What follows belongs to an exercise in optimizing a design on an open flow for small area, a short achievable clock period and few clock cycles per item; a production flow would make more cautious choices.
In this exercise RTL edits were held to simulation tests only and were not proved equivalent to the original.
Power and IR drop assume default switching activity.

Setup of v32:
==> flow/design.v (excerpt) <==
module dijkstra_mod(
    input clk,
    input rst,
    input start,
    input [7:0] src,
    input [7:0] dest,
    output reg path_ready,
    output reg [95:0] path
    );
For scale: about 120 flip-flops, roughly 120 I/O pins, roughly 9300 µm² of cells after synthesis.
Settings: LEC_CHECK=0, CAP_MARGIN=20, CORE_MARGIN=2, CORE_UTILIZATION=30, SLEW_MARGIN=20, SYNTH_MEMORY_MAX_BITS=65536; clock period 20.0 ns.
standard.sh (not shown) runs the stock make flow with config.mk's settings and CLKGATE_MAP_FILE= SYNTH_SCRIPT=/design/flow/synth_recipe.tcl, a recipe that flattens the netlist after the stock synthesis.
==> flow/flow/run.sh <==
#!/bin/bash
# Standard ORFS layout (the standard.sh), with timing repair asked to reach a
# larger setup slack than the clock needs, so the layout runs faster.  The clock
# period, SDC and all other settings are the standard flow's.
set -euo pipefail
export SETUP_SLACK_MARGIN=15
bash standard.sh > standard_flow.log 2>&1
Testbench counts of v32, summed over its fixed seeds: cycles 188, queries 64.
What v40 does differently from v32 at the input level:
- TNS_END_PERCENT now 10, previously not set
==> flow/flow/run.sh <==
#!/bin/bash
# Standard ORFS layout (the standard.sh), with timing repair asked to reach a
# larger setup slack than the clock needs, so the layout runs faster, and the
# smallest buffer cell for the port buffers.  The clock period, SDC and all
# other settings are the standard flow's.
set -euo pipefail
export SETUP_SLACK_MARGIN=15
export BUFFER_PORTS_ARGS="-buffer_cell sky130_fd_sc_hd__buf_1"
bash standard.sh > standard_flow.log 2>&1
--- outcome ---
v32 vs v40, top routing layer in use: met4 vs met5
Comparing v40 and v32, the higher part of the power in combinational logic is on v32.
Compared v40 vs v32, and overall track demand over capacity in global routing is down in v40.
Going from v32 to v40, data arrival at the endpoint of the critical path shrank by 0.04 ns; wire length of the first global-routing pass shrank by 1.2 mm.
Changes in v39 relative to v40:
- TNS_END_PERCENT removed (was 10)
-- flow/flow/run.sh --
<<< v40, line 5
# other settings are the standard flow's.
set -euo pipefail
export SETUP_SLACK_MARGIN=15
export BUFFER_PORTS_ARGS="-buffer_cell sky130_fd_sc_hd__buf_1"
bash standard.sh > standard_flow.log 2>&1
>>> v39, line 5
# other settings are the standard flow's.
set -euo pipefail
export SETUP_SLACK_MARGIN=15.5
export BUFFER_PORTS_ARGS="-buffer_cell sky130_fd_sc_hd__buf_1"
bash standard.sh > standard_flow.log 2>&1
### Flow results
v39: flow completed, timing, DRC and antenna clean
Compared with v40, in v39 xor and xnor fraction of the mapped netlist area was more or less identical, maximum frequency from static timing analysis was more or less identical, number of instances resized during post-cts repair went up by 230%, worst hold slack went down by 0.0086 ns, power went up by about 13%.
Modified inputs, v2 compared to v39
-- flow/flow/run.sh --
<<< v39, line 5
# other settings are the standard flow's.
set -euo pipefail
export SETUP_SLACK_MARGIN=15.5
export BUFFER_PORTS_ARGS="-buffer_cell sky130_fd_sc_hd__buf_1"
bash standard.sh > standard_flow.log 2>&1
>>> v2, line 5
# other settings are the standard flow's.
set -euo pipefail
export SETUP_SLACK_MARGIN=14.7
export BUFFER_PORTS_ARGS="-buffer_cell sky130_fd_sc_hd__buf_1"
bash standard.sh > standard_flow.log 2>&1
### Flow results
- On final wirelength, the higher figure sits with v39, not v2.
- Run comparison: v39 commonest non-fill, non-tap cell in the layout buf_4; v2 commonest non-fill, non-tap cell in the layout buf_1
- Diff v39 -> v2: worst vdd rail ir drop lower, total non-filler cell area in the finished layout shrank by 25%, cell depth of the worst flop-to-flop path increased by 1 relative to the old numbers, setup slack moved down, number of DRC violations after detailed routing comparable.
- In the metrics for v2 and v39, the one carrying the lower clock power share is v39.
- Between v39 and v2, worst hold slack increased.
- v2 has global routing usage on met1 below what v39 had.

* * *

Setup of indigo:
Starting RTL as in the previous note.
==> flow/design.v (excerpt) <==
module dijkstra_mod(
    input clk,
    input rst,
    input start,
    input [7:0] src,
    input [7:0] dest,
    output reg path_ready,
    output reg [95:0] path
    );
  function [7:0] attach(input [7:0] c);
    begin
      attach = c;
      if (c[3:0] == 4'd0) attach[3:0] = 4'd1;
      else case (c[7:4])
        4'h0: attach[7:4] = 4'h1;
        4'h2: attach[7:4] = (c[3] | (c[2] & c[1])) ? 4'h1 : 4'h3;
        4'h4: attach[7:4] = 4'h3;
        4'h5: attach[7:4] = 4'h6;
        4'h7: attach[7:4] = 4'h6;
        4'h8: attach[7:4] = 4'h9;
        4'hA: attach[7:4] = (c[3] | (c[2] & c[1])) ? 4'hB : 4'h9;
        4'hC: attach[7:4] = 4'hB;
        default: ;
      endcase
    end
  endfunction
  function is_stub(input [7:0] c);
    is_stub = (c[3:0] == 4'd0) || !(c[7:4] == 4'h1 || c[7:4] == 4'h3 || c[7:4] == 4'h6 || c[7:4] == 4'h9 || c[7:4] == 4'hB);
  endfunction
  function [28:0] step(input [28:0] h, input [63:0] m);
    begin
      step[0] = h[1] & m[2] | h[5] & m[10];    
      step[1] = h[0] & m[0] | h[2] & m[4];    
      step[2] = h[1] & m[3] | h[3] & m[6];    
      step[3] = h[2] & m[5] | h[4] & m[8];    
      step[4] = h[3] & m[7] | h[18] & m[40];    
      step[5] = h[0] & m[1] | h[6] & m[13] | h[10] & m[21];    
      step[6] = h[5] & m[11] | h[7] & m[15];    
      step[7] = h[6] & m[14] | h[8] & m[17];    
      step[8] = h[7] & m[16] | h[9] & m[19];    
  ...
==> flow/config.mk <==
export PLATFORM = sky130hd
export DESIGN_NAME = dijkstra_mod
export DESIGN_NICKNAME = dijkstra_mod
export VERILOG_FILES = /design/flow/design.v
export SDC_FILE = /design/flow/constraint.sdc
export NUM_CORES = 4
export LEC_CHECK = 0
export CAP_MARGIN = 20
export CORE_MARGIN = 2
export CORE_UTILIZATION = 30
export CTS_BUF_LIST = sky130_fd_sc_hd__clkbuf_8
export SLEW_MARGIN = 20
export SYNTH_MEMORY_MAX_BITS = 65536
==> flow/constraint.sdc <==
create_clock -name core_clock -period 20.0 [get_ports {clk}]
set_input_delay 4.0000 -clock core_clock [delete_from_list [all_inputs] [get_ports {clk}]]
set_output_delay 4.0000 -clock core_clock [all_outputs]
set_load 0.01 [all_outputs]
==> flow/flow/run.sh <==
#!/bin/bash
# Standard ORFS layout (the standard.sh), with timing repair asked to reach a
# larger setup slack than the clock needs, so the layout runs faster, and the
# smallest buffer cell for the port buffers.  The clock period, SDC and all
# other settings are the standard flow's.
set -euo pipefail
export SETUP_SLACK_MARGIN=15
export BUFFER_PORTS_ARGS="-buffer_cell sky130_fd_sc_hd__buf_1"
bash standard.sh > standard_flow.log 2>&1
indigo | stages: all done | timing, DRC, antenna: all pass
Testbench counts of indigo, summed over its fixed seeds: cycles 188, queries 64.
#### Input delta (sierra over indigo)
- CTS_BUF_LIST removed (was sky130_fd_sc_hd__clkbuf_8)
==> flow/run.sh (new file) <==
#!/bin/bash
# synth_recipe.tcl (not shown) runs the flow's synth.tcl, then flattens the netlist and writes it again
# the make line also repeats each setting of config.mk as NAME=value (left out here)
make -C /OpenROAD-flow-scripts/flow DESIGN_CONFIG=/design/flow/config.mk WORK_HOME=/design/flow/orfs CLKGATE_MAP_FILE= SYNTH_SCRIPT=/design/flow/synth_recipe.tcl finish
removed: flow/flow/run.sh
removed: flow/standard.sh
Results
Number of gates resized after cts ends up higher on indigo.
On fraction of met2 tracks used by global routing: between indigo and sierra, it ends up higher for indigo.
Max-slew violation count: indigo vs sierra identical
### sierra -> lagoon
- an added CTS_CLUSTER_DIAMETER of 80
- an added CTS_CLUSTER_SIZE of 40
==> flow/flow/run.sh (new file) <==
#!/bin/bash
# Standard ORFS layout (the standard.sh), with timing repair asked to reach a
# larger setup slack than the clock needs, so the layout runs faster, and the
# smallest buffer cell for the port buffers.  The clock period, SDC and all
# other settings are the standard flow's.
set -euo pipefail
export SETUP_SLACK_MARGIN=15
export BUFFER_PORTS_ARGS="-buffer_cell sky130_fd_sc_hd__buf_1"
bash standard.sh > standard_flow.log 2>&1
==> flow/standard.sh (new file) <==
#!/bin/bash
# synth_recipe.tcl (not shown) runs the flow's synth.tcl, then flattens the netlist and writes it again
# the make line also repeats each setting of config.mk as NAME=value (left out here)
make -C /OpenROAD-flow-scripts/flow DESIGN_CONFIG=/design/flow/config.mk WORK_HOME=/design/flow/orfs CLKGATE_MAP_FILE= SYNTH_SCRIPT=/design/flow/synth_recipe.tcl "${@:-finish}"
removed: flow/run.sh
## What came out
Summary of lagoon over sierra: slack of the worst reg-to-reg path moved up, routed wire length per instance moved up. Register clock-pin slew on the reported worst setup and hold paths delta (sierra -> lagoon): insignificant. Longest individual stage delay on the worst path (higher): sierra. Launching instance or port of the critical path = s_q[1]: sierra; launching instance or port of the critical path = path[38]: lagoon. | via count | higher: lagoon |.
Here is what was changed in the inputs of yarrow compared with lagoon.
- removing CTS_CLUSTER_SIZE (formerly 40)
- removing CTS_CLUSTER_DIAMETER (formerly 80)
Findings:
From yarrow to lagoon, wire length did not move at all. Per the comparison of yarrow with lagoon, final count of hold timing violations did not really move, worst-case setup margin in the final layout was more or less identical, routed metal-1 wirelength ~0 delta. As far as post-route fraction of the period consumed by the critical path goes, lagoon and yarrow are indistinguishable; the numbers are identical. lagoon -> yarrow: synthesized cell count delta 0, exact match. Total net switching power came out exactly the same in lagoon and yarrow.

-- static timing again, ports no longer ideal --
The flow's constraints put no driver on any port. The routed layouts listed below were extracted and timed again, unchanged, in two steps. Step 1 sets driving cells, clkbuf_16 on the clock port and buf_2 on the other inputs (assumed; they add their load-dependent delay and slew). Step 2 adds t to the input delays and takes it off the output delays; t is the mean of the earliest and latest rising clock arrival at the registers after step 1. Input paths then give back, and output paths get back, about the clock's delay inside the block. Slacks: no drivers / after step 1 / after step 2; pairs: no drivers / after step 1.
run | t, ns | setup slack, ns | hold slack, ns | worst slew at a driven data input, ns | cell pins on the clock port's net
v32 | 0.473 | 14.956 / 14.956 / 14.544 | 0.584 / 0.584 / 0.584 | 0.05 | 1
v40 | 0.464 | 14.982 / 14.952 / 14.617 | 0.598 / 0.598 / 0.598 | 0.03 | 1
v39 | 0.476 | 14.988 / 14.935 / 14.811 | 0.589 / 0.589 / 0.589 | 0.06 | 1
v2 | 0.466 | 14.667 / 14.667 / 14.375 | 0.596 / 0.596 / 0.596 | 0.04 | 1
indigo | 0.499 | 14.851 / 14.851 / 14.447 | 0.594 / 0.594 / 0.594 | 0.03 | 1
sierra | 0.470 | 13.091 / 13.091 / 13.091 | 0.591 / 0.591 / 0.591 | 0.04 | 1
lagoon | 0.467 | 15.000 / 14.950 / 14.650 | 0.602 / 0.602 / 0.602 | 0.03 | 1
yarrow | 0.467 | 15.000 / 14.950 / 14.650 | 0.602 / 0.602 / 0.602 | 0.03 | 1
After both steps setup and hold are still met in every run listed. The setup slack of v32, which loses most, moves by 0.000 ns with the drivers and by -0.412 ns with both steps.
